What follows belongs to an exercise in optimizing a design on an open flow for small area; a production flow would make more cautious choices.
Function was checked by simulation only, so behaviour that the tests miss may differ from the original.
Power figures rest on the tool's default switching activity, not on a simulated workload.

### design/flow/config.mk
export PLATFORM = sky130hd
export DESIGN_NAME = esdi_core
export DESIGN_NICKNAME = esdi_core
export VERILOG_FILES = /design/flow/design.v
export SDC_FILE = /design/flow/constraint.sdc
export NUM_CORES = 4
export LEC_CHECK = 0
export CAP_MARGIN = 20
export CORE_MARGIN = 2
export CORE_UTILIZATION = 80
export CTS_CLUSTER_DIAMETER = 80
export CTS_CLUSTER_SIZE = 24
export PLACE_DENSITY = 0.88
export SLEW_MARGIN = 20
### design/flow/constraint.sdc
create_clock -name core_clock -period 10.0 [get_ports {clk}]
set_input_delay 2.0000 -clock core_clock [delete_from_list [all_inputs] [get_ports {clk}]]
set_output_delay 2.0000 -clock core_clock [all_outputs]
set_load 0.01 [all_outputs]
### design/flow/design.v
module fifo_registered (
    input clk,
    input reset_n,
    input in_tvalid,
    output in_tready,
    input [7:0] in_tdata,
    input in_tlast,
    output reg out_tvalid,
    input out_tready,
    output [7:0] out_tdata,
    output out_tlast
);
    reg [575:0] ring;        
    reg [5:0] w;             
    reg [5:0] q;             
    reg p1v, p2v;            
    reg [8:0] pa, pb;        
    wire [8:0] din = {in_tlast, in_tdata};
    wire q_is_w1 = (q == w + 6'd1);      
    wire full = out_tvalid && (q == w);
    assign in_tready = !full;
    wire wr = in_tvalid && !full;
    wire adv = (!out_tvalid || out_tready) && !q_is_w1;
    wire land0 = wr && (w[2:0] == 3'd7);
    wire land1 = p1v && (w[2:0] == 3'd6);
    wire land2 = p2v && (w[2:0] == 3'd5);
    wire land = land0 | land1 | land2;
    wire [2:0] lrow = w[5:3] + 3'd1;
    wire [8:0] ldata = land0 ? din : land1 ? pa : pb;
    wire [8:0] ring_q = ring[9*q +: 9];
    assign {out_tlast, out_tdata} = (p1v && q_is_w1) ? pa : ring_q;
    integer i;
    always @(posedge clk)
    begin
        ring <= {ring[566:0], ring[575:567]};
        for (i = 0; i < 8; i = i + 1)
            if (land && lrow == i)
                ring[72*i +: 9] <= ldata;
        if (wr)
        begin
            pa <= din;
            pb <= pa;
        end
    end
    always @(posedge clk)
    begin
        if (!reset_n)
        begin
            w <= 0;
            q <= 6'd1;
            out_tvalid <= 0;
            p1v <= 0;
            p2v <= 0;
        end
        else
        begin
            if (out_tready && out_tvalid)
                out_tvalid <= 0;
            if (adv)
                out_tvalid <= 1;
            if (!wr)
                w <= w + 6'd1;
            if (!adv)
                q <= q + 6'd1;
            if (wr)
            begin
                p1v <= !land0;
                p2v <= p1v && !land1;
            end
            else
            begin
                if (land1)
                    p1v <= 0;
                if (land2)
                    p2v <= 0;
            end
        end
    end
endmodule
module labeler #(
    parameter DATA_WIDTH = 8
) (
    input aclk,
    input aresetn,
    input in_tvalid,
    output in_tready,
    input [DATA_WIDTH-1:0] in_tdata,
    input in_tlast,
    input [DATA_WIDTH-1:0] in_tid,
    output reg out_tvalid,
    input out_tready,
    output reg [DATA_WIDTH-1:0] out_tdata,
    output reg out_tlast
);
    reg next_beat_is_first;
    assign in_tready = (!out_tvalid || out_tready) && !hold_valid;
    reg hold_valid;
    reg [7:0] hold_data;
    reg hold_last;
    always @(posedge aclk)
    begin
        if (!aresetn)
        begin
            out_tvalid <= 0;
            next_beat_is_first <= 1;
            hold_valid <= 0;
        end
        else
        begin
            if (out_tready)
                out_tvalid <= 0;
            if (in_tready && in_tvalid)
            begin
                if (next_beat_is_first)
                begin
                    out_tvalid <= 1;
                    out_tdata <= in_tid;
                    out_tlast <= 0;
                    hold_valid <= 1;
                    hold_data <= in_tdata;
                    hold_last <= in_tlast;
                    next_beat_is_first <= 0;
                end
                else
                begin
                    out_tvalid <= 1;
                    out_tdata <= in_tdata;
                    out_tlast <= in_tlast;
                end
                if (in_tlast)
                    next_beat_is_first <= 1;
            end
            if (hold_valid && (!out_tvalid || out_tready))
            begin
                out_tvalid <= 1;
                out_tdata <= hold_data;
                out_tlast <= hold_last;
                hold_valid <= 0;
            end
        end
    end
endmodule
module unlabeler #(
    parameter DATA_WIDTH = 8
) (
    input aclk,
    input aresetn,
    input in_tvalid,
    output in_tready,
    input [DATA_WIDTH-1:0] in_tdata,
    input in_tlast,
    output reg out_tvalid,
    input out_tready,
    output reg [DATA_WIDTH-1:0] out_tdata,
    output reg out_tlast,
    output reg [DATA_WIDTH-1:0] out_tid
);
    reg next_beat_is_first;
    assign in_tready = !out_tvalid || out_tready;
    always @(posedge aclk)
    begin
        if (!aresetn)
        begin
            out_tvalid <= 0;
            next_beat_is_first <= 1;
        end
        else
        begin
            if (out_tready)
                out_tvalid <= 0;
            if (in_tready && in_tvalid)
            begin
                if (next_beat_is_first)
                begin
                    out_tid <= in_tdata;
                    next_beat_is_first <= 0;
                end
                else
                begin
                    out_tvalid <= 1;
                    out_tdata <= in_tdata;
                    out_tlast <= in_tlast;
                end
                if (in_tlast)
                    next_beat_is_first <= 1;
            end
        end
    end
endmodule
module axi_esdi_cmd_controller #(
    parameter DATA_SETUP = 6,
    parameter ACK_TO_NREQ = 6,
    parameter ATTN_TO_CMPL = 10,
    parameter BIT_TIMEOUT = 4000
) (
    input clk,
    input rst_n,
    input csr_awvalid,
    output csr_awready,
    input [4:0] csr_awaddr,
    input csr_wvalid,
    output csr_wready,
    input [31:0] csr_wdata,
    output reg csr_bvalid,
    input csr_bready,
    input csr_arvalid,
    output csr_arready,
    input [4:0] csr_araddr,
    output reg csr_rvalid,
    input csr_rready,
    output reg [31:0] csr_rdata,
    output interrupt,
    input esdi_transfer_req,
    input esdi_command_data,
    output esdi_transfer_ack,
    output esdi_confstat_data,
    output esdi_command_complete,
    output esdi_attention,
    output esdi_ready,
    output esdi_drive_selected
);
    reg write_addr_valid;
    reg write_data_valid;
    reg [2:0] write_addr;
    reg [31:0] write_data;
    assign csr_awready = !write_addr_valid;
    assign csr_wready = !write_data_valid;
    assign csr_arready = !csr_rvalid || csr_rready;
    reg [31:0] control_register;
    wire soft_reset = control_register[0];
    wire interface_enable = control_register[1];
    wire drive_selected = control_register[2];
    wire drive_ready = control_register[3];
    reg buffered_data_out_valid;
    reg [15:0] buffered_data_out;
    reg buffered_data_in_valid;
    reg [16:0] buffered_data_in;
    reg [2:0] state;
    reg sending;
    reg [4:0] bit_count;
    reg [11:0] cycle_count;
    reg [15:0] shreg;        
    reg par;                 
    reg transfer_ack;
    reg confstat_data;
    reg command_complete;
    reg command_pending;
    reg attention;
    reg [2:0] esdi_transfer_req_shift;
    reg [2:0] esdi_command_data_shift;
    assign esdi_transfer_ack = transfer_ack && drive_selected;
    assign esdi_confstat_data = confstat_data && drive_selected;
    assign esdi_command_complete = command_complete && interface_enable && drive_selected;
    assign esdi_attention = attention && drive_selected;
    assign esdi_ready = drive_ready && drive_selected;
    assign esdi_drive_selected = drive_selected;
    assign interrupt = command_pending;
    wire wfire = write_addr_valid && write_data_valid && (!csr_bvalid || csr_bready);
    wire rfire = csr_arvalid && (!csr_rvalid || csr_rready);
    wire [2:0] ra = csr_araddr[4:2];
    always @(posedge clk)
        if (!rst_n || (wfire && write_addr == 3'd0))
            control_register <= write_data & {32{rst_n}};
    wire bdi_load = state == 3'd2 && !esdi_transfer_req_shift[0] && bit_count == 17 && !sending;
    always @(posedge clk)
        if (!rst_n || bdi_load)
            buffered_data_in <= {!par, shreg} & {17{rst_n}};
    wire rs0 = rst_n && ra == 3'd0;
    wire rs1 = rst_n && ra == 3'd1;
    wire rs2 = rst_n && ra == 3'd2;
    wire rs3 = rst_n && ra == 3'd3;
    wire rs4 = rst_n && ra == 3'd4;
    wire [31:0] rnext = ({32{rs0}} & control_register)
                      | ({32{rs1}} & {28'h0, attention, command_pending, buffered_data_in_valid, buffered_data_out_valid})
                      | ({32{rs2}} & {15'h0, buffered_data_in})
                      | ({32{rs3}} & {31'h0, command_pending})
                      | ({32{rs4}} & {31'h0, attention});
    always @(posedge clk)
        if (!rst_n || (rfire && ra <= 3'd4))
            csr_rdata <= rnext;
    always @(posedge clk)
    begin
        if (!rst_n)
        begin
            transfer_ack <= 0;
            confstat_data <= 0;
            command_complete <= 1;
            attention <= 0;
            state <= 0;
            bit_count <= 0;
            sending <= 0;
            buffered_data_out_valid <= 0;
            buffered_data_in_valid <= 0;
            command_pending <= 0;
            write_addr_valid <= 0;
            write_data_valid <= 0;
            csr_bvalid <= 0;
            csr_rvalid <= 0;
        end
        else
        begin
            cycle_count <= cycle_count + 1'b1;
            esdi_transfer_req_shift <= {esdi_transfer_req, esdi_transfer_req_shift[2:1]};
            esdi_command_data_shift <= {esdi_command_data, esdi_command_data_shift[2:1]};
            case (state)
            3'd0: begin
                if (esdi_transfer_req_shift[0] && interface_enable)
                begin
                    if (bit_count != 16)
                        shreg <= {shreg[14:0], esdi_command_data_shift[0]};
                    par <= (bit_count != 0 && par) ^ (sending ? shreg[15] : esdi_command_data_shift[0]);
                    if (sending)
                        confstat_data <= (bit_count == 16) ? !par : shreg[15];
                    bit_count <= bit_count + 1'b1;
                    state <= 1;
                    cycle_count <= 0;
                    if (bit_count == 0)
                        command_complete <= 0;
                end
                else if ((bit_count != 0 || sending) && (cycle_count == BIT_TIMEOUT))
                begin
                    state <= 4;
                    cycle_count <= 0;
                end
            end
            3'd1: begin
                if (cycle_count == DATA_SETUP)
                begin
                    transfer_ack <= 1;
                    cycle_count <= 0;
                    state <= 2;
                end
            end
            3'd2: begin
                if (!esdi_transfer_req_shift[0])
                begin
                    cycle_count <= 0;
                    transfer_ack <= 0;
                    if (bit_count == 17)
                    begin
                        bit_count <= 0;
                        if (!sending)
                        begin
                            buffered_data_in_valid <= 1;
                            command_pending <= 1;
                            state <= 3;
                        end
                        else
                        begin
                            command_complete <= 1;
                            confstat_data <= 0;
                            state <= 0;
                            sending <= 0;
                        end
                    end
                    else
                        state <= 0;
                end
                else if (cycle_count == BIT_TIMEOUT)
                begin
                    state <= 4;
                    cycle_count <= 0;
                end
            end
            3'd3: begin
                if (!command_pending)
                begin
                    state <= 0;
                    cycle_count <= 0;
                    if (buffered_data_out_valid)
                    begin
                        sending <= 1;
                        buffered_data_out_valid <= 0;
                        shreg <= buffered_data_out;
                    end
                    else
                    begin
                        sending <= 0;
                        command_complete <= 1;
                    end
                end
            end
            3'd4: begin
                if (cycle_count == 0)
                    attention <= 1;
                else if (cycle_count == ATTN_TO_CMPL)
                begin
                    state <= 0;
                    bit_count <= 0;
                    sending <= 0;
                    command_complete <= 1;
                    transfer_ack <= 0;
                end
            end
            default: ;
            endcase
            if (soft_reset)
            begin
                attention <= 0;
                command_pending <= 0;
                buffered_data_out_valid <= 0;
                buffered_data_in_valid <= 0;
            end
            if (csr_bready)
                csr_bvalid <= 0;
            if (csr_rready)
                csr_rvalid <= 0;
            if (csr_awvalid && !write_addr_valid)
            begin
                write_addr_valid <= 1;
                write_addr <= csr_awaddr[4:2];
            end
            if (csr_wvalid && !write_data_valid)
            begin
                write_data_valid <= 1;
                write_data <= csr_wdata;
            end
            if (write_addr_valid && write_data_valid && (!csr_bvalid || csr_bready))
            begin
                write_addr_valid <= 0;
                write_data_valid <= 0;
                case (write_addr)
                    2 : begin
                        buffered_data_out_valid <= 1;
                        buffered_data_out <= write_data[15:0];
                    end
                    3 : if (write_data[0] == 0) command_pending <= 0;
                    4 : attention <= write_data[0];
                    default: ;
                endcase
                csr_bvalid <= 1;
            end
            if (csr_arvalid && (!csr_rvalid || csr_rready))
            begin
                if (csr_araddr[4:2] == 3'd2)
                    buffered_data_in_valid <= 0;
                csr_rvalid <= 1;
            end
        end
    end
endmodule
module sector_timer #(
    parameter PULSE_WIDTH = 500
) (
    input clk,
    input rst_n,
    input csr_awvalid,
    output csr_awready,
    input [4:0] csr_awaddr,
    input csr_wvalid,
    output csr_wready,
    input [31:0] csr_wdata,
    output reg csr_bvalid,
    input csr_bready,
    input csr_arvalid,
    output csr_arready,
    input [4:0] csr_araddr,
    output reg csr_rvalid,
    input csr_rready,
    output reg [31:0] csr_rdata,
    output reg esdi_index,
    output reg esdi_sector,
    output reg [31:0] cycle_count,
    output reg [7:0] sector_number,
    output interrupt
);
    reg write_addr_valid;
    reg write_data_valid;
    reg [2:0] write_addr;
    reg [31:0] write_data;
    assign csr_awready = !write_addr_valid;
    assign csr_wready = !write_data_valid;
    assign csr_arready = !csr_rvalid || csr_rready;
    reg enable;
    reg interrupt_enable;
    reg [31:0] sector_length;
    reg [31:0] interrupt_time;
    reg [7:0] num_sectors;
    reg interrupt_time_reached;
    assign interrupt = interrupt_time_reached && interrupt_enable;
    always @(posedge clk)
    begin
        if (!rst_n)
        begin
            enable <= 0;
            interrupt_enable <= 0;
            sector_length <= 0;
            num_sectors <= 0;
            cycle_count <= 0;
            sector_number <= 0;
            esdi_index <= 0;
            esdi_sector <= 0;
            write_addr_valid <= 0;
            write_data_valid <= 0;
            csr_bvalid <= 0;
            csr_rvalid <= 0;
            csr_rdata <= 0;
            interrupt_time_reached <= 0;
            interrupt_time <= 0;
        end
        else
        begin
            if (enable)
            begin
                cycle_count <= cycle_count + 1'b1;
                if (cycle_count == 0)
                begin
                    if (sector_number == 0)
                        esdi_index <= 1;
                    else
                        esdi_sector <= 1;
                end
                else if (cycle_count == PULSE_WIDTH)
                begin
                    esdi_index <= 0;
                    esdi_sector <= 0;
                end
                else if (cycle_count == sector_length)
                begin
                    cycle_count <= 0;
                    if (sector_number == num_sectors - 1'b1)
                        sector_number <= 0;
                    else
                        sector_number <= sector_number + 1'b1;
                end
                if (cycle_count == interrupt_time)
                    interrupt_time_reached <= 1;
            end
            else
            begin
                cycle_count <= 0;
                sector_number <= 0;
                esdi_index <= 0;
                esdi_sector <= 0;
            end
            if (csr_bready)
                csr_bvalid <= 0;
            if (csr_rready)
                csr_rvalid <= 0;
            if (csr_awvalid && !write_addr_valid)
            begin
                write_addr_valid <= 1;
                write_addr <= csr_awaddr[4:2];
            end
            if (csr_wvalid && !write_data_valid)
            begin
                write_data_valid <= 1;
                write_data <= csr_wdata;
            end
            if (write_addr_valid && write_data_valid && (!csr_bvalid || csr_bready))
            begin
                write_addr_valid <= 0;
                write_data_valid <= 0;
                case (write_addr)
                    0 : begin
                        enable <= write_data[0];
                        interrupt_enable <= write_data[1];
                    end
                    1 : sector_length <= write_data;
                    2 : num_sectors <= write_data[7:0];
                    5 : interrupt_time <= write_data;
                    default: ;
                endcase
                csr_bvalid <= 1;
            end
            if (csr_arvalid && (!csr_rvalid || csr_rready))
            begin
                case (csr_araddr[4:2])
                    0 : begin
                        csr_rdata <= {29'b0, interrupt_time_reached, interrupt_enable, enable};
                        interrupt_time_reached <= 0;
                    end
                    1 : csr_rdata <= sector_length;
                    2 : csr_rdata <= {24'b0, num_sectors};
                    3 : csr_rdata <= {24'b0, sector_number};
                    4 : csr_rdata <= cycle_count;
                    5 : csr_rdata <= interrupt_time;
                    default: ;
                endcase
                csr_rvalid <= 1;
            end
        end
    end
endmodule
module read_datapath (
    input clk,
    input rst_n,
    input csr_awvalid,
    output csr_awready,
    input [4:0] csr_awaddr,
    input csr_wvalid,
    output csr_wready,
    input [31:0] csr_wdata,
    output reg csr_bvalid,
    input csr_bready,
    input csr_arvalid,
    output csr_arready,
    input [4:0] csr_araddr,
    output reg csr_rvalid,
    input csr_rready,
    output reg [31:0] csr_rdata,
    input parallel_tvalid,
    output parallel_tready,
    input [7:0] parallel_tdata,
    input parallel_tlast,
    input [7:0] parallel_tid,
    input [7:0] sector_number,
    input cycle_count_zero,
    input esdi_read_gate,
    output esdi_read_data,
    output reg esdi_read_clock,
    output reg read_data_valid,
    output reg esdi_read_data_ungated
);
    reg write_addr_valid;
    reg write_data_valid;
    reg [2:0] write_addr;
    reg [31:0] write_data;
    assign csr_awready = !write_addr_valid;
    assign csr_wready = !write_data_valid;
    assign csr_arready = !csr_rvalid || csr_rready;
    reg [31:0] control_register;
    wire silence = control_register[0];
    reg [6:0] clocks_per_halfbit;
    reg [3:0] esdi_read_gate_shift;
    reg [7:0] clock_counter;
    reg reading;
    reg hold_valid;
    reg [7:0] hold_data;
    reg hold_last;
    reg [7:0] hold_id;
    reg [6:0] shift_reg;
    reg shift_reg_last;
    reg [2:0] bit_count;
    reg underflow;
    reg missed_deadline;
    assign parallel_tready = !hold_valid;
    assign esdi_read_data = esdi_read_data_ungated && !esdi_read_gate_shift[1] && !silence;
    wire cph_nz = |clocks_per_halfbit;
    wire half_match = cph_nz && (clock_counter == {1'b0, clocks_per_halfbit} - 1'b1);
    wire full_match = cph_nz && (clock_counter == {clocks_per_halfbit, 1'b0} - 1'b1);
    always @(posedge clk)
    begin
        esdi_read_gate_shift <= {esdi_read_gate, esdi_read_gate_shift[3:1]};
        if (!rst_n)
        begin
            control_register <= 0;
            clocks_per_halfbit <= 5;
            write_addr_valid <= 0;
            write_data_valid <= 0;
            csr_bvalid <= 0;
            csr_rvalid <= 0;
            csr_rdata <= 0;
            hold_valid <= 0;
            clock_counter <= 0;
            reading <= 0;
            underflow <= 0;
            missed_deadline <= 0;
            read_data_valid <= 0;
            esdi_read_clock <= 0;
            esdi_read_data_ungated <= 0;
        end
        else
        begin
            read_data_valid <= 0;
            if (parallel_tvalid && !hold_valid)
            begin
                hold_valid <= 1;
                hold_data <= parallel_tdata;
                hold_last <= parallel_tlast;
                hold_id <= parallel_tid;
            end
            if (cycle_count_zero && hold_valid && hold_id == sector_number)
            begin
                reading <= 1;
                shift_reg_last <= 0;
                bit_count <= 3'b111;
            end
            clock_counter <= clock_counter + 1'b1;
            if (half_match)
            begin
                esdi_read_clock <= 1;
            end
            else if (full_match)
            begin
                clock_counter <= 0;
                esdi_read_clock <= 0;
                read_data_valid <= 1;
                if (reading)
                begin
                    bit_count <= bit_count + 1'b1;
                    if (bit_count == 3'b111)
                    begin
                        if (shift_reg_last)
                        begin
                            reading <= 0;
                            esdi_read_data_ungated <= 0;
                        end
                        else
                        begin
                            if (!hold_valid)
                                underflow <= 1;
                            shift_reg <= hold_data[6:0];
                            shift_reg_last <= hold_last;
                            hold_valid <= 0;
                            esdi_read_data_ungated <= hold_data[7];
                        end
                    end
                    else
                    begin
                        shift_reg <= {shift_reg[5:0], 1'b0};
                        esdi_read_data_ungated <= shift_reg[6];
                    end
                end
                else
                begin
                    esdi_read_data_ungated <= 0;
                end
            end
            if (!esdi_read_gate_shift[1] && esdi_read_gate_shift[0])
            begin
                if (!reading)
                    missed_deadline <= 1;
            end
            if (csr_bready)
                csr_bvalid <= 0;
            if (csr_rready)
                csr_rvalid <= 0;
            if (csr_awvalid && !write_addr_valid)
            begin
                write_addr_valid <= 1;
                write_addr <= csr_awaddr[4:2];
            end
            if (csr_wvalid && !write_data_valid)
            begin
                write_data_valid <= 1;
                write_data <= csr_wdata;
            end
            if (write_addr_valid && write_data_valid && (!csr_bvalid || csr_bready))
            begin
                write_addr_valid <= 0;
                write_data_valid <= 0;
                case (write_addr)
                    0 : control_register <= write_data;
                    1 : begin
                            missed_deadline <= write_data[1];
                            underflow <= write_data[0];
                        end
                    2 : clocks_per_halfbit <= write_data[6:0];
                    default: ;
                endcase
                csr_bvalid <= 1;
            end
            if (csr_arvalid && (!csr_rvalid || csr_rready))
            begin
                case (csr_araddr[4:2])
                    0 : csr_rdata <= control_register;
                    1 : csr_rdata <= {30'b0, missed_deadline, underflow};
                    2 : csr_rdata <= {25'h0, clocks_per_halfbit};
                    default: ;
                endcase
                csr_rvalid <= 1;
            end
        end
    end
endmodule
module write_datapath (
    input aclk,
    input aresetn,
    input csr_awvalid,
    output csr_awready,
    input [4:0] csr_awaddr,
    input csr_wvalid,
    output csr_wready,
    input [31:0] csr_wdata,
    output reg csr_bvalid,
    input csr_bready,
    input csr_arvalid,
    output csr_arready,
    input [4:0] csr_araddr,
    output reg csr_rvalid,
    input csr_rready,
    output reg [31:0] csr_rdata,
    input [7:0] sector_number,
    input cycle_count_two,
    input esdi_write_gate,
    input esdi_write_clock,
    input esdi_write_data,
    input esdi_read_data_ungated,
    input read_data_valid,
    output interrupt,
    output parallel_tvalid,
    input parallel_tready,
    output [7:0] parallel_tdata,
    output parallel_tlast,
    output reg [7:0] parallel_tid
);
    reg write_addr_valid;
    reg write_data_valid;
    reg [2:0] write_addr;
    reg [31:0] write_data;
    assign csr_awready = !write_addr_valid;
    assign csr_wready = !write_data_valid;
    assign csr_arready = !csr_rvalid || csr_rready;
    reg [3:0] esdi_write_gate_shift;
    reg [3:0] esdi_write_clock_shift;
    reg [3:0] esdi_write_data_shift;
    reg [31:0] control_register;
    wire enable;
    wire soft_reset;
    wire interrupt_enable;
    assign enable = control_register[0];
    assign soft_reset = control_register[1];
    assign interrupt_enable = control_register[2];
    reg [9:0] unformatted_sector_length;
    reg sector_complete;
    reg sector_dirty;
    reg send_out;
    reg sector_discard;
    reg fifo_in_valid;
    wire fifo_in_ready;
    reg [7:0] fifo_in_data;
    reg fifo_in_last;
    wire fifo_out_valid;
    reg write_clock_edge;
    reg new_bit_valid;
    reg new_bit;
    reg active;
    reg [7:0] current_sector;
    reg new_byte_valid;
    reg [7:0] data_in;
    reg [2:0] bit_count;
    reg [9:0] byte_count;
    reg overflow;
    reg new_sector;
    reg new_sector_dirty;
    reg sector_missed;
    reg [7:0] new_sector_number;
    assign interrupt = new_sector & interrupt_enable;
    fifo_registered fifo_of_uncertainty (
        .clk            (aclk),
        .reset_n        (!(sector_discard | !aresetn | soft_reset)),
        .in_tvalid      (fifo_in_valid),
        .in_tready      (fifo_in_ready),
        .in_tdata       (fifo_in_data),
        .in_tlast       (fifo_in_last),
        .out_tvalid     (fifo_out_valid),
        .out_tready     (parallel_tready & send_out),
        .out_tdata      (parallel_tdata),
        .out_tlast      (parallel_tlast)
    );
    assign parallel_tvalid = fifo_out_valid & send_out;
    always @(posedge aclk)
    begin
        esdi_write_gate_shift <= {esdi_write_gate, esdi_write_gate_shift[3:1]};
        esdi_write_clock_shift <= {esdi_write_clock, esdi_write_clock_shift[3:1]};
        esdi_write_data_shift <= {esdi_write_data, esdi_write_data_shift[3:1]};
        write_clock_edge <= 0;
        new_bit_valid <= 0;
        new_byte_valid <= 0;
        sector_discard <= 0;
        if (!aresetn)
        begin
            control_register <= 0;
            write_addr_valid <= 0;
            write_data_valid <= 0;
            csr_bvalid <= 0;
            csr_rvalid <= 0;
            csr_rdata <= 0;
            active <= 0;
            overflow <= 0;
            new_sector <= 0;
            new_sector_dirty <= 0;
            sector_missed <= 0;
            fifo_in_valid <= 0;
            send_out <= 0;
            sector_complete <= 0;
            unformatted_sector_length <= 0;
            new_sector_number <= 0;
        end
        else
        begin
            if (!esdi_write_clock_shift[0] && esdi_write_clock_shift[1])         
                write_clock_edge <= 1;
            if (!esdi_write_gate_shift[0])
            begin
                if (write_clock_edge)
                begin
                    new_bit_valid <= 1;
                    new_bit <= esdi_write_data_shift[0];
                end
            end
            else if (read_data_valid)
            begin
                new_bit_valid <= 1;
                new_bit <= esdi_read_data_ungated;
            end
            if (fifo_in_ready)
                fifo_in_valid <= 0;
            if (parallel_tvalid && parallel_tready && parallel_tlast)
                send_out <= 0;
            if (enable)
            begin
                if (cycle_count_two)
                begin
                    active <= 1;
                    bit_count <= 0;
                    byte_count <= 0;
                    sector_dirty <= 0;
                    current_sector <= sector_number;
                end
                if (new_bit_valid && active)
                begin
                    bit_count <= bit_count + 1;
                    data_in <= {data_in[6:0], new_bit};
                    if (bit_count == 3'b111)
                    begin
                        byte_count <= byte_count + 1;
                        new_byte_valid <= 1;
                    end
                end
                if (new_byte_valid && active)
                begin
                    fifo_in_valid <= 1;
                    fifo_in_data <= data_in;
                    if (byte_count == unformatted_sector_length)
                    begin
                        fifo_in_last <= 1;
                        active <= 0;
                        sector_complete <= 1;
                    end
                    else
                    begin
                        fifo_in_last <= 0;
                    end
                    if (fifo_in_valid)
                        overflow <= 1;
                end
                if (!esdi_write_gate_shift[1] && active)
                    sector_dirty <= 1;
                if (sector_complete)
                begin
                    sector_complete <= 0;
                    new_sector <= 1;
                    if (new_sector)
                        sector_missed <= 1;
                    new_sector_dirty <= sector_dirty;
                    new_sector_number <= current_sector;
                    if (sector_dirty)
                    begin
                        send_out <= 1;
                        parallel_tid <= current_sector;
                    end
                    else
                    begin
                        fifo_in_valid <= 0;
                        sector_discard <= 1;
                    end
                end
            end
            if (soft_reset)
            begin
                control_register <= 0;
                active <= 0;
                fifo_in_valid <= 0;
                overflow <= 0;
                sector_complete <= 0;
                new_sector <= 0;
                new_sector_dirty <= 0;
                sector_missed <= 0;
                send_out <= 0;
            end
            if (csr_bready)
                csr_bvalid <= 0;
            if (csr_rready)
                csr_rvalid <= 0;
            if (csr_awvalid && csr_awready)
            begin
                write_addr_valid <= 1;
                write_addr <= csr_awaddr[4:2];
            end
            if (csr_wvalid && csr_wready)
            begin
                write_data_valid <= 1;
                write_data <= csr_wdata;
            end
            if (write_addr_valid && write_data_valid && (!csr_bvalid || csr_bready))
            begin
                write_addr_valid <= 0;
                write_data_valid <= 0;
                case (write_addr)
                    0 : control_register <= write_data;
                    1 : begin
                        sector_missed <= write_data[3];
                        new_sector <= write_data[1];
                        overflow <= write_data[0];
                    end
                    3 : unformatted_sector_length <= write_data[9:0];
                endcase
                csr_bvalid <= 1;
            end
            if (csr_arvalid && (!csr_rvalid || csr_rready))
            begin
                case (csr_araddr[4:2])
                    0 : csr_rdata <= control_register;
                    1 : csr_rdata <= {29'b0, sector_missed, new_sector_dirty, new_sector, overflow};
                    2 : csr_rdata <= {24'b0, new_sector_number};
                    3 : csr_rdata <= {22'b0, unformatted_sector_length};
                endcase
                csr_rvalid <= 1;
            end
        end
    end
endmodule
module esdi_core (
    input  clk,
    input  rst_n,
    input  cmd_awvalid,
    output cmd_awready,
    input  [4:0] cmd_awaddr,
    input  cmd_wvalid,
    output cmd_wready,
    input  [31:0] cmd_wdata,
    output cmd_bvalid,
    input  cmd_bready,
    output [1:0] cmd_bresp,
    input  cmd_arvalid,
    output cmd_arready,
    input  [4:0] cmd_araddr,
    output cmd_rvalid,
    input  cmd_rready,
    output [31:0] cmd_rdata,
    output [1:0] cmd_rresp,
    input  tmr_awvalid,
    output tmr_awready,
    input  [4:0] tmr_awaddr,
    input  tmr_wvalid,
    output tmr_wready,
    input  [31:0] tmr_wdata,
    output tmr_bvalid,
    input  tmr_bready,
    output [1:0] tmr_bresp,
    input  tmr_arvalid,
    output tmr_arready,
    input  [4:0] tmr_araddr,
    output tmr_rvalid,
    input  tmr_rready,
    output [31:0] tmr_rdata,
    output [1:0] tmr_rresp,
    input  rd_awvalid,
    output rd_awready,
    input  [4:0] rd_awaddr,
    input  rd_wvalid,
    output rd_wready,
    input  [31:0] rd_wdata,
    output rd_bvalid,
    input  rd_bready,
    output [1:0] rd_bresp,
    input  rd_arvalid,
    output rd_arready,
    input  [4:0] rd_araddr,
    output rd_rvalid,
    input  rd_rready,
    output [31:0] rd_rdata,
    output [1:0] rd_rresp,
    input  wr_awvalid,
    output wr_awready,
    input  [4:0] wr_awaddr,
    input  wr_wvalid,
    output wr_wready,
    input  [31:0] wr_wdata,
    output wr_bvalid,
    input  wr_bready,
    output [1:0] wr_bresp,
    input  wr_arvalid,
    output wr_arready,
    input  [4:0] wr_araddr,
    output wr_rvalid,
    input  wr_rready,
    output [31:0] wr_rdata,
    output [1:0] wr_rresp,
    input  mm2s_tvalid,
    output mm2s_tready,
    input  [7:0] mm2s_tdata,
    input  mm2s_tlast,
    output s2mm_tvalid,
    input  s2mm_tready,
    output [7:0] s2mm_tdata,
    output s2mm_tlast,
    output cmd_irq,
    output tmr_irq,
    output wr_irq,
    input  esdi_transfer_req,
    input  esdi_command_data,
    output esdi_transfer_ack,
    output esdi_confstat_data,
    output esdi_command_complete,
    output esdi_attention,
    output esdi_ready,
    output esdi_drive_selected,
    output esdi_index,
    output esdi_sector,
    input  esdi_read_gate,
    output esdi_read_data,
    output esdi_read_clock,
    input  esdi_write_gate,
    input  esdi_write_clock,
    input  esdi_write_data
);
    wire [31:0] cycle_count;
    wire [7:0]  sector_number;
    wire        cc_zero = (cycle_count == 32'd0);
    wire        cc_two  = (cycle_count == 32'd2);
    wire        rd_in_tvalid;
    wire        rd_in_tready;
    wire [7:0]  rd_in_tdata;
    wire        rd_in_tlast;
    wire [7:0]  rd_in_tid;
    wire        wr_out_tvalid;
    wire        wr_out_tready;
    wire [7:0]  wr_out_tdata;
    wire        wr_out_tlast;
    wire [7:0]  wr_out_tid;
    wire        read_data_valid;
    wire        esdi_read_data_ungated;
    assign cmd_bresp = 2'b00;
    assign cmd_rresp = 2'b00;
    assign tmr_bresp = 2'b00;
    assign tmr_rresp = 2'b00;
    assign rd_bresp = 2'b00;
    assign rd_rresp = 2'b00;
    assign wr_bresp = 2'b00;
    assign wr_rresp = 2'b00;
    axi_esdi_cmd_controller #(.BIT_TIMEOUT(4000)) u_cmd (
        .clk (clk),
        .rst_n (rst_n),
        .csr_awvalid (cmd_awvalid),
        .csr_awready (cmd_awready),
        .csr_awaddr (cmd_awaddr),
        .csr_wvalid (cmd_wvalid),
        .csr_wready (cmd_wready),
        .csr_wdata (cmd_wdata),
        .csr_bvalid (cmd_bvalid),
        .csr_bready (cmd_bready),
        .csr_arvalid (cmd_arvalid),
        .csr_arready (cmd_arready),
        .csr_araddr (cmd_araddr),
        .csr_rvalid (cmd_rvalid),
        .csr_rready (cmd_rready),
        .csr_rdata (cmd_rdata),
        .interrupt (cmd_irq),
        .esdi_transfer_req (esdi_transfer_req),
        .esdi_command_data (esdi_command_data),
        .esdi_transfer_ack (esdi_transfer_ack),
        .esdi_confstat_data (esdi_confstat_data),
        .esdi_command_complete (esdi_command_complete),
        .esdi_attention (esdi_attention),
        .esdi_ready (esdi_ready),
        .esdi_drive_selected (esdi_drive_selected)
    );
    sector_timer u_tmr (
        .clk (clk),
        .rst_n (rst_n),
        .csr_awvalid (tmr_awvalid),
        .csr_awready (tmr_awready),
        .csr_awaddr (tmr_awaddr),
        .csr_wvalid (tmr_wvalid),
        .csr_wready (tmr_wready),
        .csr_wdata (tmr_wdata),
        .csr_bvalid (tmr_bvalid),
        .csr_bready (tmr_bready),
        .csr_arvalid (tmr_arvalid),
        .csr_arready (tmr_arready),
        .csr_araddr (tmr_araddr),
        .csr_rvalid (tmr_rvalid),
        .csr_rready (tmr_rready),
        .csr_rdata (tmr_rdata),
        .esdi_index (esdi_index),
        .esdi_sector (esdi_sector),
        .cycle_count (cycle_count),
        .sector_number (sector_number),
        .interrupt (tmr_irq)
    );
    unlabeler u_unlabel (
        .aclk           (clk),
        .aresetn        (rst_n),
        .in_tvalid      (mm2s_tvalid),
        .in_tready      (mm2s_tready),
        .in_tdata       (mm2s_tdata),
        .in_tlast       (mm2s_tlast),
        .out_tvalid     (rd_in_tvalid),
        .out_tready     (rd_in_tready),
        .out_tdata      (rd_in_tdata),
        .out_tlast      (rd_in_tlast),
        .out_tid        (rd_in_tid)
    );
    read_datapath u_rd (
        .clk (clk),
        .rst_n (rst_n),
        .csr_awvalid (rd_awvalid),
        .csr_awready (rd_awready),
        .csr_awaddr (rd_awaddr),
        .csr_wvalid (rd_wvalid),
        .csr_wready (rd_wready),
        .csr_wdata (rd_wdata),
        .csr_bvalid (rd_bvalid),
        .csr_bready (rd_bready),
        .csr_arvalid (rd_arvalid),
        .csr_arready (rd_arready),
        .csr_araddr (rd_araddr),
        .csr_rvalid (rd_rvalid),
        .csr_rready (rd_rready),
        .csr_rdata (rd_rdata),
        .parallel_tvalid (rd_in_tvalid),
        .parallel_tready (rd_in_tready),
        .parallel_tdata (rd_in_tdata),
        .parallel_tlast (rd_in_tlast),
        .parallel_tid (rd_in_tid),
        .sector_number (sector_number),
        .cycle_count_zero (cc_zero),
        .esdi_read_gate (esdi_read_gate),
        .esdi_read_data (esdi_read_data),
        .esdi_read_clock (esdi_read_clock),
        .read_data_valid (read_data_valid),
        .esdi_read_data_ungated (esdi_read_data_ungated)
    );
    write_datapath u_wr (
        .aclk (clk),
        .aresetn (rst_n),
        .csr_awvalid (wr_awvalid),
        .csr_awready (wr_awready),
        .csr_awaddr (wr_awaddr),
        .csr_wvalid (wr_wvalid),
        .csr_wready (wr_wready),
        .csr_wdata (wr_wdata),
        .csr_bvalid (wr_bvalid),
        .csr_bready (wr_bready),
        .csr_arvalid (wr_arvalid),
        .csr_arready (wr_arready),
        .csr_araddr (wr_araddr),
        .csr_rvalid (wr_rvalid),
        .csr_rready (wr_rready),
        .csr_rdata (wr_rdata),
        .sector_number (sector_number),
        .cycle_count_two (cc_two),
        .esdi_write_gate (esdi_write_gate),
        .esdi_write_clock (esdi_write_clock),
        .esdi_write_data (esdi_write_data),
        .esdi_read_data_ungated (esdi_read_data_ungated),
        .read_data_valid (read_data_valid),
        .interrupt (wr_irq),
        .parallel_tvalid (wr_out_tvalid),
        .parallel_tready (wr_out_tready),
        .parallel_tdata (wr_out_tdata),
        .parallel_tlast (wr_out_tlast),
        .parallel_tid (wr_out_tid)
    );
    labeler u_label (
        .aclk           (clk),
        .aresetn        (rst_n),
        .in_tvalid      (wr_out_tvalid),
        .in_tready      (wr_out_tready),
        .in_tdata       (wr_out_tdata),
        .in_tlast       (wr_out_tlast),
        .in_tid         (wr_out_tid),
        .out_tvalid     (s2mm_tvalid),
        .out_tready     (s2mm_tready),
        .out_tdata      (s2mm_tdata),
        .out_tlast      (s2mm_tlast)
    );
endmodule
### design/flow/flow/run.sh
#!/bin/bash
# Standard ORFS layout (standard synthesis unchanged), with two changes:
#  - port buffers use the smallest buffer (buf_1) instead of the default pick;
#  - clock tree synthesis does not add dummy loads.
set -euo pipefail
export BUFFER_PORTS_ARGS="-buffer_cell sky130_fd_sc_hd__buf_1"
export CTS_ARGS="-sink_clustering_enable -repair_clock_nets -dont_use_dummy_load -sink_clustering_size 24 -sink_clustering_max_diameter 80"
bash standard.sh synth > synth.log 2>&1
bash standard.sh finish > layout.log 2>&1
### design/flow/standard.sh
#!/bin/bash
# synth_recipe.tcl (not shown) runs the flow's synth.tcl, then flattens the netlist and writes it again
# the make line also repeats each setting of config.mk as NAME=value (left out here)
make -C /OpenROAD-flow-scripts/flow DESIGN_CONFIG=/design/flow/config.mk WORK_HOME=/design/flow/orfs CLKGATE_MAP_FILE= SYNTH_SCRIPT=/design/flow/synth_recipe.tcl "${@:-finish}"
==> results of run 1 <==
-- metrics by stage --
step | std cells | hold slack (ns) | total power [mW] | util | worst slack (ns)
after floorplan | 4078 | 0.310 | 6.91 | - | 3.93
after global placement | 4986 | 0.310 | 7.14 | 0.838 | 5.29
after detailed placement | 4987 | 0.313 | 7.17 | 0.839 | 5.27
after CTS | 5054 | 0.326 | 9.88 | 0.866 | 5.20
after global routing | 5057 | 0.334 | 10.2 | 0.867 | 4.86
final | 5057 | 0.324 | 9.89 | 0.867 | 5.29
-- cell families (layout without fill, tap and decap cells) --
logic type | Yosys count | after routing
compound gates | 643 | 643
xor+xnor | 183 | 183
fa+ha+maj | 26 | 26
buf+inv | 356 | 552
flops | 1374 | 1374
mux | 311 | 311
other cells | 1 | 17
simple gates | 1169 | 1169
-- critical path: cells and delay by family, from the launching register on --
kind / cells / cell delay [ns]
AO/OA/AOI/OAI: 6 / 1.41
buffers and inverters: 2 / 1.49
flip-flops: 1 / 0.89
multiplexers: 1 / 0.61
-- placed cells by master, fill, tap and decap left out, types with 74 or more instances in the layout --
cell and count:
dfxtp_1 971, and2_1 75, a21oi_1 243, inv_1 80
mux4_2 117, edfxtp_1 401, a22oi_1 109, mux2i_1 142
nand3_1 74, xnor2_1 133, buf_1 360, nor2_1 339
nand2_1 399, o21ai_0 84
-- cell type report --
cell class | instances | area [um2]
Antenna cell | 1 | 2.50
Clock buffer | 67 | 1680
Inverter | 82 | 315
Fill cell | 2878 | 8070
Sequential cell | 1374 | 31500
Multi-Input combinational cell | 2348 | 16300
Tap cell | 782 | 978
Timing Repair Buffer | 403 | 1700
-- per-layer routing --
layer	global-route usage	routed length, um	vias to the layer above
met3	0.0499	8090	305
met2	0.588	56000	1453
li1	-	-	14704
met1	0.464	43900	15814
met5	0	11	-
met4	0.131	4440	2
-- worst paths after layout --
| path | start | to | slack, ns |
|---|---|---|---|
| max | u_wr.fifo_of_uncertainty.q[0] | u_label.out_tdata[3] | 5.29 |
| min | u_wr.fifo_of_uncertainty.ring[361] | u_wr.fifo_of_uncertainty.ring[370] | 0.32 |
| max reg2reg | u_wr.fifo_of_uncertainty.q[0] | u_label.out_tdata[3] | 5.29 |
| min reg2reg | u_wr.fifo_of_uncertainty.ring[361] | u_wr.fifo_of_uncertainty.ring[370] | 0.32 |
-- report_power, final --
part           total [mW]  internal (mW)  switching, mW  leakage [nW]
clock                2.83           1.20           1.62         0.826
sequential           6.03           5.85          0.176          11.6
combinational        1.04          0.439          0.596          6.08
total                9.89           7.50           2.39          18.5
==> results.py, run 1 <==
metrics = {
    "cts": {
        "cts-root-buf": "clkbuf_16",
        "cts_resized": 0,
        "cts_setup_buffers": 0,
        "cts_tree": "built",
        "clock_sinks": 1374,
        "path_clk_slew_ns": 0.10,
        "clock_latency_ns": 0.63,
        "ctsHoldBuffers": 0,
        "cts_made_buffers": 67,
        "cts_max_level": 3,
        "clockBufferDepth": 3,
    },
    "synth": {
        "synth-compound-area-share": 0.0836,
        "synth_edf_count": 401,
        "ys_seq_area_frac": 0.642,
        "muxShareOfSynthArea": 0.0945,
        "synthTopCellsByArea": "dfxtp_1 40%, edfxtp_1 25%, mux4_2 5.4%",
        "synth_cells": 4063,
        "synth_top_area_cell": "dfxtp_1",
        "postSynthAreaPerCell_um2": 12.1,
        "synth.most_common_cell": "dfxtp_1",
        "synth_top_family_by_area": "simple AND/OR/NAND/NOR gates",
        "synth_xor_area_frac": 0.0332,
        "ys.flop_type": "dfxtp_1",
        "ys_top_cells_by_count": "973 x dfxtp_1, 401 x edfxtp_1, 399 x nand2_1",
        "synth_top_area_share": 0.396,
        "ys_ff_latch": 1374,
        "async_flop_share": 0,
        "synth-simple-area-share": 0.111,
        "synth_area_um2": 49100,
        "synthAdderAreaFrac": 0.00662,
        "yosysUniqueCellTypes": 78,
        "yosysWarnings": 7,
    },
    "drt": {
        "wire_per_inst_um": 22.2,
        "drc": 0,
        "routed_wirelength_mm": 112,
        "via_count": 32278,
        "drtIter0Drc": 3652,
        "ant_nets": 0,
        "drt_first_pass_iters": 7,
        "viasPerCell": 6.38,
    },
    "pwr": {
        "p_per_area_nw_per_um2": 188,
        "power.static_leakage_nw": 18.5,
        "vdd_drop_max_mv": 0.204,
    },
    "sta": {
        "relSlewSlack": 0.208,
        "setup_viol": 0,
        "max_freq_ghz": 0.212,
        "tns_ns": 0,
        "grt_setup_unrepaired": "no",
        "finalHoldViolCount": 0,
        "slew_viol_final": 0,
        "skew_ns": 0.0417,
        "period_share": 0.471,
        "tightestPinTransition_ns": 1.19,
        "period_minus_slack_ns": 4.71,
    },
    "placement": {
        "dp_hpwl_mm": 70.4,
        "postPlaceCellArea_um2": 50800,
        "numPortBuffers": 362,
        "gp_congestion": 0.873,
    },
    "floorplanning": {
        "rows": 90,
        "coreArea_um2": 60600,
        "die_area_um2": 63400,
        "initial_utilization": 0.811,
        "ios": 395,
        "die_w_um": 252,
        "die-height_um": 252,
    },
    "setup_path": {
        "r2r_cells": 9,
        "crit_path_start_kind": "register",
        "worstPathRequired_ns": 10.38,
        "critPathKind": "reg2reg",
        "slowest_stage": "dfxtp_4",
        "crit_chain": "buf_4 -> buf_4 -> mux4_2 -> a22o_1 -> a211oi_1 -> a21oi_1 -> a22oi_1 -> a21oi_1 -> a21o_1",
        "critPathMaxStageDelay_ns": 0.89,
        "cp_max_fo": 43,
        "worst_setup_path_end_kind": "register",
        "cp.arrival_ns": 5.10,
    },
    "min_path": {
        "hold_class": "reg2reg",
        "holdPathStages": 0,
    },
    "run_status": {
        "status": "complete, no violations",
    },
    "cells_and_area": {
        "regMostFlops": "u_wr.fifo_of_uncertainty.ring",
        "nets": 4509,
        "drive_gt1_frac": 0.0730,
        "final_area_um2": 52500,
        "largest_reg_flops": 576,
        "synthToLayoutAreaGrowth_pct": 6.88,
    },
    "global_routing": {
        "grt_max_degree": 142,
        "grtUsageTotal": 0.348,
        "grt_pass1_vias": 31505,
        "grt_pass1_wl_mm": 172,
        "antenna_found_initial": 3,
        "grt-ovfl-total": 0,
    },
    "job": {
        "drv_cap": 0,
    },
}
==> run 2, diff against run 1 <==
--- a/design/flow/config.mk
+++ b/design/flow/config.mk
@@ -9,6 +9,6 @@
 export CORE_MARGIN = 2
-export CORE_UTILIZATION = 80
+export CORE_UTILIZATION = 65
 export CTS_CLUSTER_DIAMETER = 80
 export CTS_CLUSTER_SIZE = 24
-export PLACE_DENSITY = 0.88
+export PLACE_DENSITY = 0.75
 export SLEW_MARGIN = 20
==> results.py, run 2 <==
metrics = {
    "setup_path": {
        "worst_setup_path_end_kind": "register",
        "critPathMaxStageDelay_ns": 0.83,
        "slowest_stage": "dfxtp_4",
        "rr_startpoint": "u_wr.fifo_of_uncertainty.q[0]",
        "critPathKind": "reg2reg",
        "worstPathRequired_ns": 10.39,
        "cp.arrival_ns": 4.99,
        "cp-startpoint": "u_wr.fifo_of_uncertainty.q[0]",
        "crit_chain": "buf_4 -> buf_4 -> mux4_2 -> a22o_1 -> a211oi_1 -> a21oi_1 -> a22oi_1 -> a21oi_1 -> a21o_1",
        "cp_max_fo": 46,
        "r2r_slack_ns": 5.40,
        "r2r_cells": 9,
        "rr_endpoint": "u_label.out_tdata[3]",
        "crit_path_start_kind": "register",
    },
    "cts": {
        "ctsHoldBuffers": 0,
        "cts_made_buffers": 67,
        "cts_max_level": 3,
        "path_clk_slew_ns": 0.09,
        "cts_resized": 0,
        "cts_tree": "built",
        "clockBufferDepth": 3,
        "clock_sinks": 1374,
        "cts-root-buf": "clkbuf_16",
        "clock_latency_ns": 0.64,
        "cts_setup_buffers": 0,
    },
    "global_routing": {
        "grt-ovfl-total": 0,
        "grt_pass1_wl_mm": 163,
        "grt_max_degree": 150,
        "grtUsageTotal": 0.265,
        "antenna_found_initial": 6,
        "grt_pass1_vias": 29437,
    },
    "cells_and_area": {
        "drive_gt1_frac": 0.0739,
        "final_common_cell": "dfxtp_1",
        "final_area_um2": 52800,
        "synthToLayoutAreaGrowth_pct": 7.45,
        "largest_reg_flops": 576,
        "nets": 4512,
        "regMostFlops": "u_wr.fifo_of_uncertainty.ring",
        "final_cell_mix": "971 x dfxtp_1, 401 x edfxtp_1, 399 x nand2_1, 360 x buf_1, 340 x nor2_1",
        "instances_no_fill": 5255,
    },
    "sta": {
        "tns_ns": 0,
        "setup_viol": 0,
        "period_share": 0.460,
        "max_freq_ghz": 0.217,
        "relSlewSlack": 0.251,
        "finalHoldViolCount": 0,
        "skew_ns": 0.0448,
        "grt_setup_unrepaired": "no",
        "tightestPinTransition_ns": 1.12,
        "slew_viol_final": 0,
        "holdWs_ns": 0.313,
        "period_minus_slack_ns": 4.60,
    },
    "pwr": {
        "internal-power_mw": 7.50,
        "p_total_mw": 9.87,
        "power.static_leakage_nw": 18.6,
        "p_sw_frac": 0.241,
        "p_comb_frac": 0.104,
        "seqPwrFrac": 0.609,
        "p_per_area_nw_per_um2": 187,
        "clockPowerShare": 0.287,
        "p_sw_mw": 2.38,
        "vdd_drop_max_mv": 0.207,
    },
    "job": {
        "drv_cap": 0,
    },
    "synth": {
        "ys_top_cells_by_count": "973 x dfxtp_1, 401 x edfxtp_1, 399 x nand2_1",
        "synth_cells": 4063,
        "synth.most_common_cell": "dfxtp_1",
        "synth_top_area_share": 0.396,
        "synth_top_area_cell": "dfxtp_1",
        "postSynthAreaPerCell_um2": 12.1,
        "ys_ff_latch": 1374,
        "ys_seq_area_frac": 0.642,
        "yosysUniqueCellTypes": 78,
        "synthTopCellsByArea": "dfxtp_1 40%, edfxtp_1 25%, mux4_2 5.4%",
        "ys.flop_type": "dfxtp_1",
        "synth_area_um2": 49100,
        "async_flop_share": 0,
        "synth_edf_count": 401,
        "yosysWarnings": 7,
    },
    "floorplanning": {
        "die_w_um": 279,
        "rows": 100,
        "coreArea_um2": 74700,
        "ios": 395,
        "die-height_um": 279,
        "die_area_um2": 77800,
        "initial_utilization": 0.658,
    },
    "drt": {
        "via_count": 30908,
        "drtIter0Drc": 2441,
        "drt_first_pass_iters": 5,
        "routed_wirelength_mm": 105,
        "viasPerCell": 5.88,
        "drc": 0,
        "wire_per_inst_um": 20.1,
        "ant_nets": 0,
    },
    "run_status": {
        "status": "complete, no violations",
    },
    "min_path": {
        "hp-start": "u_wr.fifo_of_uncertainty.ring[371]",
        "holdPathStages": 0,
        "worstHoldEndpoint": "u_wr.fifo_of_uncertainty.ring[380]",
        "hold_class": "reg2reg",
    },
    "placement": {
        "postPlaceCellArea_um2": 51100,
        "dp_hpwl_mm": 68.9,
        "dp_cells": 5177,
        "gp_congestion": 0.872,
        "numPortBuffers": 362,
    },
}
==> run 2: cells by family (layout without fill, tap and decap cells) <==
family	count (synthesis)	after routing	synth area share
fa+ha+maj	26	26	0.00662
flops	1374	1374	0.642
buf+inv	356	555	0.0296
mux	311	311	0.0945
other cells	1	25	0.0000763
compound gates	643	643	0.0836
xor+xnor	183	183	0.0332
simple gates	1169	1169	0.111
==> run 2: layout make-up <==
type / instances / area [um2]
Sequential cell: 1374 / 31500
Fill cell: 5367 / 21900
Multi-Input combinational cell: 2348 / 16300
Timing Repair Buffer: 406 / 1730
Clock buffer: 67 / 1680
Tap cell: 969 / 1210
Inverter: 82 / 315
Antenna cell: 9 / 22.5
==> run 2: how the worst max path moves through the flow <==
stage | endpoint | slack, ns | cells after the start
floorplan | u_cmd.control_register[0] | 3.93 | 3
global placement | u_cmd.csr_rdata[5] | 5.20 | 6
detailed placement | u_cmd.csr_rdata[13] | 5.10 | 6
CTS | u_label.out_tdata[3] | 5.21 | 9
global route | u_label.out_tdata[3] | 4.86 | 9
finish | u_label.out_tdata[3] | 5.40 | 9
==> run 2: worst max-delay path: cells and delay by family (launching register included) <==
kind	cells	cell delay (ns)
mux	1	0.59
buf+inv	2	1.57
compound gates	6	1.31
flops	1	0.83
==> run 2: layer usage <==
layer	vias to the layer above	part of all wire	wire length, um	GRT usage
li1	14699	-	-	-
met1	15161	0.45	47000	0.380
met2	886	0.48	50300	0.431
met3	162	0.051	5340	0.0337
met4	0	0.026	2750	0.0717
met5	-	0	0	0
==> run 2: metrics by stage <==
stage	utilization	setup slack, ns
global placement	0.684	5.20
detailed placement	0.684	5.10
CTS	0.706	5.21
floorplan	-	3.93
global route	0.707	4.86
finish	0.707	5.40
==> run 2: power by group through the flow <==
stage	logic (mW)	clock network, mW	registers [mW]
after floorplan	0.866	0	6.04
after global placement	1.02	0	6.14
after detailed placement	1.03	0	6.14
after CTS	1.03	2.89	6.02
after global routing	1.12	3.07	6.04
final	1.03	2.83	6.01
==> run 3, diff against run 2 <==
--- a/design/flow/design.v
+++ b/design/flow/design.v
@@ -16,3 +16,3 @@
     reg p1v, p2v;            
-    reg [8:0] pa, pb;        
+    reg [8:0] pa;            
     wire [8:0] din = {in_tlast, in_tdata};
@@ -28,3 +28,3 @@
     wire [2:0] lrow = w[5:3] + 3'd1;
-    wire [8:0] ldata = land0 ? din : land1 ? pa : pb;
+    wire [8:0] ldata = land0 ? din : pa;
     wire [8:0] ring_q = ring[9*q +: 9];
@@ -38,7 +38,4 @@
                 ring[72*i +: 9] <= ldata;
-        if (wr)
-        begin
+        if ((wr && !land0 && !(p1v && !land1)) || (land2 && p1v))
             pa <= din;
-            pb <= pa;
-        end
     end
==> design/flow/flow/run.sh (replaced) <==
#!/bin/bash
# The standard ORFS layout with these changes:
#  - synthesis: the standard flow's synthesis script with an area-oriented ABC script
#    for the combinational logic (registers are mapped as in the standard
#    synthesis);
#  - port buffers use the smallest buffer (buf_1);
#  - clock tree synthesis uses small clock buffers and adds no dummy loads.
# Each step's full output is in synth.log / layout.log here and in ORFS's
# own logs under orfs/logs/.
set -euo pipefail
here=$(pwd)
export AREA_ABC_SCRIPT="$here/flow/abc_area.script"
cat flow/abc_override.tcl synth_recipe.tcl > synth_area.tcl
sed "s|SYNTH_SCRIPT=[^ ]*|SYNTH_SCRIPT=$here/synth_area.tcl|" standard.sh > standard_area.sh
grep -q "SYNTH_SCRIPT=$here/synth_area.tcl" standard_area.sh
export BUFFER_PORTS_ARGS="-buffer_cell sky130_fd_sc_hd__buf_1"
export CTS_ARGS="-sink_clustering_enable -repair_clock_nets -dont_use_dummy_load -sink_clustering_size 24 -sink_clustering_max_diameter 80"
bash standard_area.sh synth > synth.log 2>&1
bash standard_area.sh finish > layout.log 2>&1
==> design/flow/flow/abc_area.script (new file) <==
strash
 dc2
 strash
 dch -f
 map -a
 amap -m
 topo
 dnsize -c
==> design/flow/flow/abc_override.tcl (new file) <==
# Prepended to the standard synthesis script (synth_recipe.tcl): ABC maps
# the combinational logic with an area-oriented script (flow/abc_area.script)
# instead of ORFS's speed script. Flip-flop mapping and every other step are
# unchanged, so the registers are the standard synthesis's.
proc abc {args} {
  set i [lsearch -exact $args -script]
  if {$i >= 0} {
    set args [lreplace $args $i [expr {$i + 1}] -script $::env(AREA_ABC_SCRIPT)]
  }
  yosys abc {*}$args
}
--- a/design/flow/config.mk
+++ b/design/flow/config.mk
@@ -9,6 +9,4 @@
 export CORE_MARGIN = 2
-export CORE_UTILIZATION = 65
-export CTS_CLUSTER_DIAMETER = 80
-export CTS_CLUSTER_SIZE = 24
-export PLACE_DENSITY = 0.75
+export CORE_UTILIZATION = 70
+export PLACE_DENSITY = 0.8
 export SLEW_MARGIN = 20
==> results.py, run 3 <==
metrics = {
    "run_status": {
        "status": "complete, no violations",
    },
    "setup_path": {
        "critPathMaxStageDelay_ns": 0.93,
        "worst_setup_path_end_kind": "register",
        "crit_path_start_kind": "register",
        "cp_max_fo": 124,
        "critPathMostFrequentCell": "clkinv_1",
        "cp.arrival_ns": 5.90,
        "slowest_stage": "dfxtp_4",
        "critPathKind": "reg2reg",
        "worstPathRequired_ns": 10.49,
        "crit_chain": "inv_8 -> o22ai_1 -> clkinv_1 -> o221ai_1 -> o21ai_0 -> buf_4 -> nor2_2 -> clkinv_1 -> and3_1 -> nor2b_1 -> clkinv_1 -> nand2_1 -> o21ai_0",
    },
    "cells_and_area": {
        "final_area_um2": 51400,
        "synthToLayoutAreaGrowth_pct": 9.91,
        "drive_gt1_frac": 0.0343,
        "final_common_cell": "dfxtp_1",
        "final_cell_mix": "969 x dfxtp_1, 458 x nor2_1, 392 x edfxtp_1, 362 x clkinv_1, 361 x buf_1",
        "largest_reg_flops": 576,
        "regMostFlops": "u_wr.fifo_of_uncertainty.ring",
        "nets": 4750,
        "instances_no_fill": 5384,
    },
    "drt": {
        "drc": 0,
        "drt_first_pass_iters": 6,
        "drtIter0Drc": 4006,
        "ant_nets": 0,
        "via_count": 34650,
        "viasPerCell": 6.44,
        "wire_per_inst_um": 21.4,
        "routed_wirelength_mm": 115,
    },
    "pwr": {
        "p_total_mw": 10.0,
        "p_per_area_nw_per_um2": 195,
        "vdd_drop_max_mv": 0.193,
        "power.static_leakage_nw": 17.6,
    },
    "synth": {
        "yosysUniqueCellTypes": 60,
        "ys_ff_latch": 1365,
        "ys_seq_area_frac": 0.668,
        "synth_top_area_share": 0.416,
        "synth_top_area_cell": "dfxtp_1",
        "synth_area_um2": 46800,
        "postSynthAreaPerCell_um2": 11.6,
        "ys.flop_type": "dfxtp_1",
        "synth.most_common_cell": "dfxtp_1",
        "synthTopCellsByArea": "dfxtp_1 42%, edfxtp_1 25%, nor2_1 3.7%",
        "yosysWarnings": 7,
        "synth_cells": 4030,
        "ys_top_cells_by_count": "973 x dfxtp_1, 461 x nor2_1, 392 x edfxtp_1",
        "synth_edf_count": 392,
        "async_flop_share": 0,
    },
    "cts": {
        "ctsHoldBuffers": 0,
        "cts_setup_buffers": 0,
        "clock_latency_ns": 0.64,
        "cts_made_buffers": 66,
        "cts_max_level": 3,
        "clock_sinks": 1365,
        "cts_resized": 0,
        "path_clk_slew_ns": 0.09,
        "cts_tree": "built",
        "clockBufferDepth": 3,
        "cts-root-buf": "clkbuf_16",
    },
    "floorplanning": {
        "die_w_um": 263,
        "die_area_um2": 68900,
        "coreArea_um2": 66000,
        "rows": 94,
        "ios": 395,
        "die-height_um": 263,
        "initial_utilization": 0.709,
    },
    "sta": {
        "relSlewSlack": 0.191,
        "tightestPinTransition_ns": 1.21,
        "period_share": 0.541,
        "skew_ns": 0.0456,
        "period_minus_slack_ns": 5.41,
        "tns_ns": 0,
        "max_freq_ghz": 0.185,
        "finalHoldViolCount": 0,
        "setup_viol": 0,
        "slew_viol_final": 0,
        "grt_setup_unrepaired": "no",
    },
    "placement": {
        "numPortBuffers": 362,
        "dp_cells": 5312,
        "dp_hpwl_mm": 75.8,
        "postPlaceCellArea_um2": 49700,
        "gp_congestion": 0.962,
    },
    "global_routing": {
        "grt_pass1_wl_mm": 178,
        "antenna_found_initial": 6,
        "grt_max_degree": 125,
        "grt_pass1_vias": 32456,
        "grtUsageTotal": 0.324,
        "grt-ovfl-total": 0,
    },
    "min_path": {
        "hold_class": "reg2reg",
    },
    "job": {
        "drv_cap": 0,
    },
}
run 3: logic make-up after synthesis:
group,after synthesis,synth area share
AO/OA/AOI/OAI,1295,0.200
XOR/XNOR,1,0.000187
adder cells (fa/ha/maj),26,0.00695
buffers and inverters,383,0.0320
flip-flops,1365,0.668
other,1,0.0000802
AND/OR/NAND/NOR,959,0.0931
run 3: critical path, delay by kind of cell, from the launching register on:
kind                   cells  cell delay, ns
AO/OA/AOI/OAI              4            0.64
AND/OR/NAND/NOR            4            1.60
flip-flops                 1            0.93
buffers and inverters      5            2.02
run 3: cell type report:
cell class | count | area (um2)
diodes | 5 | 12.5
clock buffers | 66 | 1650
fillers | 4346 | 14600
inverters | 366 | 1390
multi-input cells | 2297 | 14200
flip-flops and latches | 1365 | 31300
well taps | 864 | 1080
repair buffers | 421 | 1830
run 3: worst paths after layout:
| path | start | depth (start not counted) | slack [ns] | end |
|---|---|---|---|---|
| worst min-delay path | u_wr.fifo_of_uncertainty.ring[168] | 0 | 0.32 | u_wr.fifo_of_uncertainty.ring[177] |
| worst max-delay path | u_wr.fifo_of_uncertainty.q[2] | 13 | 4.59 | u_wr.fifo_of_uncertainty.ring[7] |
| worst max register to register | u_wr.fifo_of_uncertainty.q[2] | 13 | 4.59 | u_wr.fifo_of_uncertainty.ring[7] |
| worst min register to register | u_wr.fifo_of_uncertainty.ring[168] | 0 | 0.32 | u_wr.fifo_of_uncertainty.ring[177] |
run 3: power by group:
group          switching, mW  internal [mW]
logic                  0.844          0.427
clock network           1.61           1.19
registers              0.128           5.84
run 3: routing by layer:
layer  global-route usage  vias to the layer above  wire length, um
met1                0.440                    16702            47200
li1                     -                    16231                -
met5                    0                        -               22
met2                0.521                     1429            54100
met3               0.0574                      284             9100
met4                0.132                        4             4960
run 3: per-stage QoR:
stage / utilization / setup WS, ns / hold WS (ns)
2_1_floorplan: - / -0.00490 / 0.310
5_1_grt: 0.779 / 4.28 / 0.329
4_1_cts: 0.779 / 4.73 / 0.322
6_report: 0.779 / 4.59 / 0.322
3_3_place_gp: 0.754 / 4.85 / 0.310
3_5_place_dp: 0.754 / 4.74 / 0.312
==> run 4, diff against run 3 <==
--- a/design/flow/flow/run.sh
+++ b/design/flow/flow/run.sh
@@ -16,3 +16,3 @@
 export BUFFER_PORTS_ARGS="-buffer_cell sky130_fd_sc_hd__buf_1"
-export CTS_ARGS="-sink_clustering_enable -repair_clock_nets -dont_use_dummy_load -sink_clustering_size 24 -sink_clustering_max_diameter 80"
+export CTS_ARGS="-sink_clustering_enable -repair_clock_nets -dont_use_dummy_load -sink_clustering_size 16 -sink_clustering_max_diameter 60 -buf_list sky130_fd_sc_hd__clkbuf_8"
 bash standard_area.sh synth > synth.log 2>&1
==> results.py, run 4 <==
metrics = {
    "run_status": {
        "status": "complete, no violations",
    },
    "setup_path": {
        "worst_setup_path_end_kind": "register",
        "cp_top_family": "buffers and inverters",
        "cp.arrival_ns": 6.00,
        "critPathKind": "reg2reg",
        "critPathMaxStageDelay_ns": 0.94,
        "crit_path_start_kind": "register",
        "slowest_stage": "dfxtp_4",
        "critPathMostFrequentCell": "clkinv_1",
        "crit_chain": "inv_8 -> o22ai_1 -> clkinv_1 -> o221ai_1 -> o21ai_0 -> buf_4 -> nor2_2 -> clkinv_1 -> and3_1 -> nor2b_1 -> clkinv_1 -> nand2_1 -> o21ai_0",
        "critPathBufInv": 5,
        "worstPathRequired_ns": 10.58,
        "cp_max_fo": 124,
    },
    "drt": {
        "drc": 0,
        "wire_per_inst_um": 21.2,
        "ant_nets": 0,
        "drt_first_pass_iters": 8,
        "via_count": 34790,
        "routed_wirelength_mm": 115,
        "drtIter0Drc": 3761,
        "viasPerCell": 6.43,
    },
    "global_routing": {
        "use_met3": 0.0515,
        "grtUsageMet1": 0.442,
        "met2_usage": 0.523,
        "grt_pass1_wl_mm": 177,
        "top_usage_layer": "met2",
        "grt_pass1_vias": 32526,
        "grt-ovfl-total": 0,
        "antenna_found_initial": 4,
        "grt_max_degree": 125,
        "grtUsageTotal": 0.322,
    },
    "cts": {
        "cts_tree": "built",
        "cts-root-buf": "clkbuf_8",
        "cts_made_buffers": 96,
        "cts_setup_buffers": 0,
        "clock_sinks": 1365,
        "clockBufferDepth": 3,
        "cts_resized": 0,
        "path_clk_slew_ns": 0.10,
        "clock_latency_ns": 0.73,
        "cts_max_level": 3,
        "ctsHoldBuffers": 0,
    },
    "synth": {
        "async_flop_share": 0,
        "synth_area_um2": 46800,
        "ys.flop_type": "dfxtp_1",
        "ys_ff_latch": 1365,
        "yosysWarnings": 7,
        "synth_edf_count": 392,
        "synthTopCellsByArea": "dfxtp_1 42%, edfxtp_1 25%, nor2_1 3.7%",
        "synth.most_common_cell": "dfxtp_1",
        "postSynthAreaPerCell_um2": 11.6,
        "synth_top_area_share": 0.416,
        "yosysUniqueCellTypes": 60,
        "synth_cells": 4030,
        "ys_top_cells_by_count": "973 x dfxtp_1, 461 x nor2_1, 392 x edfxtp_1",
        "synth_top_area_cell": "dfxtp_1",
        "ys_seq_area_frac": 0.668,
    },
    "floorplanning": {
        "rows": 94,
        "die-height_um": 263,
        "die_area_um2": 68900,
        "initial_utilization": 0.709,
        "die_w_um": 263,
        "ios": 395,
        "coreArea_um2": 66000,
    },
    "pwr": {
        "p_comb_frac": 0.131,
        "internal-power_mw": 7.13,
        "seqPwrFrac": 0.616,
        "p_sw_frac": 0.264,
        "clockPowerShare": 0.253,
        "vdd_drop_max_mv": 0.149,
        "p_per_area_nw_per_um2": 190,
        "power.static_leakage_nw": 17.5,
        "p_sw_mw": 2.56,
    },
    "placement": {
        "gp_congestion": 0.962,
        "dp_cells": 5312,
        "numPortBuffers": 362,
        "place_ws_ns": 4.74,
        "dp_hpwl_mm": 75.8,
    },
    "sta": {
        "setup_viol": 0,
        "finalHoldViolCount": 0,
        "period_minus_slack_ns": 5.42,
        "period_share": 0.542,
        "skew_ns": 0.0426,
        "holdWs_ns": 0.333,
        "slew_viol_final": 0,
        "relSlewSlack": 0.200,
        "grt_setup_unrepaired": "no",
        "worst_slack_ns": 4.58,
        "tightestPinTransition_ns": 1.20,
        "max_freq_ghz": 0.185,
    },
    "cells_and_area": {
        "synthToLayoutAreaGrowth_pct": 9.26,
        "nets": 4781,
        "largest_reg_flops": 576,
        "final_common_cell": "dfxtp_1",
        "final_cell_mix": "969 x dfxtp_1, 458 x nor2_1, 392 x edfxtp_1, 362 x clkinv_1, 361 x buf_1",
        "regMostFlops": "u_wr.fifo_of_uncertainty.ring",
        "instances_no_fill": 5413,
        "drive_gt1_frac": 0.0409,
        "n_fill_cell": 4397,
    },
    "min_path": {
        "hold_class": "reg2reg",
    },
    "job": {
        "drv_cap": 0,
    },
}
## run 4: changes by cell type in the layout (fill, tap and decap cells not counted), sizes merged
cell	delta
buf	+1
clkbuf	+30
diode	-2
## run 4: power by group through the flow
stage / Sequential [mW] / Clock [mW] / Combinational, mW
after CTS: 5.97 / 2.49 / 1.25
after detailed placement: 6.09 / 0 / 1.24
after global placement: 6.09 / 0 / 1.22
final: 5.97 / 2.45 / 1.27
after floorplan: 6.12 / 0 / 0.791
after global routing: 5.99 / 2.67 / 1.39
## run 4: logic make-up after synthesis
logic type | after synthesis | share of synthesized area
flops | 1365 | 0.668
fa+ha+maj | 26 | 0.00695
other cells | 1 | 0.0000802
compound gates | 1295 | 0.200
simple gates | 959 | 0.0931
buf+inv | 383 | 0.0320
xor+xnor | 1 | 0.000187
## run 4: area by class of cell
| type | instances | area, um2 | share of cell area |
|---|---|---|---|
| clock buffer | 96 | 1320 | 0.0258 |
| antenna | 3 | 7.51 | 0.000147 |
| timing repair buffer | 422 | 1850 | 0.0363 |
| inverter | 366 | 1390 | 0.0272 |
| multi-input combinational | 2297 | 14200 | 0.278 |
| tap | 864 | 1080 | 0.0211 |
| sequential | 1365 | 31300 | 0.612 |
## run 4: worst reg2reg max path: stages (launching register included)
cell and delay (ns):
dfxtp_4 0.94, inv_8 0.48, o22ai_1 0.33, clkinv_1 0.12, o221ai_1 0.11, o21ai_0 0.12
buf_4 0.18, nor2_2 0.40, clkinv_1 0.44, and3_1 0.36, nor2b_1 0.59, clkinv_1 0.82
nand2_1 0.26, o21ai_0 0.12
## run 4: path summary, 6_finish.rpt
path                                 startpoint                            endpoint  slack, ns  depth (start not counted)
max               u_wr.fifo_of_uncertainty.q[2]    u_wr.fifo_of_uncertainty.ring[7]       4.58                         13
min reg2reg  u_wr.fifo_of_uncertainty.ring[220]  u_wr.fifo_of_uncertainty.ring[229]       0.33                          0
max reg2reg       u_wr.fifo_of_uncertainty.q[2]    u_wr.fifo_of_uncertainty.ring[7]       4.58                         13
min          u_wr.fifo_of_uncertainty.ring[220]  u_wr.fifo_of_uncertainty.ring[229]       0.33                          0
## run 4: metal layers
layer  share of wire  up-vias
met1            0.41    16777
met2            0.47     1466
met5         0.00023        -
li1                -    16277
met3           0.077      266
met4           0.036        4
## run 4: stage by stage
stage               cell area (um2)  total power, mW  setup TNS, ns  utilization
floorplan                     46900             6.91       -0.00916            -
global placement              49700             7.31              0        0.754
detailed placement            49700             7.34              0        0.754
CTS                           51000             9.70              0        0.774
global route                  51100             10.0              0        0.775
finish                        51100             9.69              0        0.775

static timing again, ports no longer ideal:
Ports are ideal in the flow. The routed layouts listed here were re-timed in OpenROAD. Step 1 assumes that a clkbuf_16 drives the clock port and a buf_2 every other input. Step 2 also shifts input and output timing later by t, the mid clock arrival at the registers, as if the neighbouring blocks saw the same clock. Three values: no drivers, after step 1, after step 2; two values: the first two.
run	t (ns)	setup slack, ns
run 1	0.689	5.287 / 5.287 / 5.287
run 2	0.683	5.398 / 5.398 / 5.125
run 3	0.685	4.591 / 4.591 / 4.591
run 4	0.780	4.581 / 4.581 / 4.581
After both steps setup and hold are still met in every run listed.
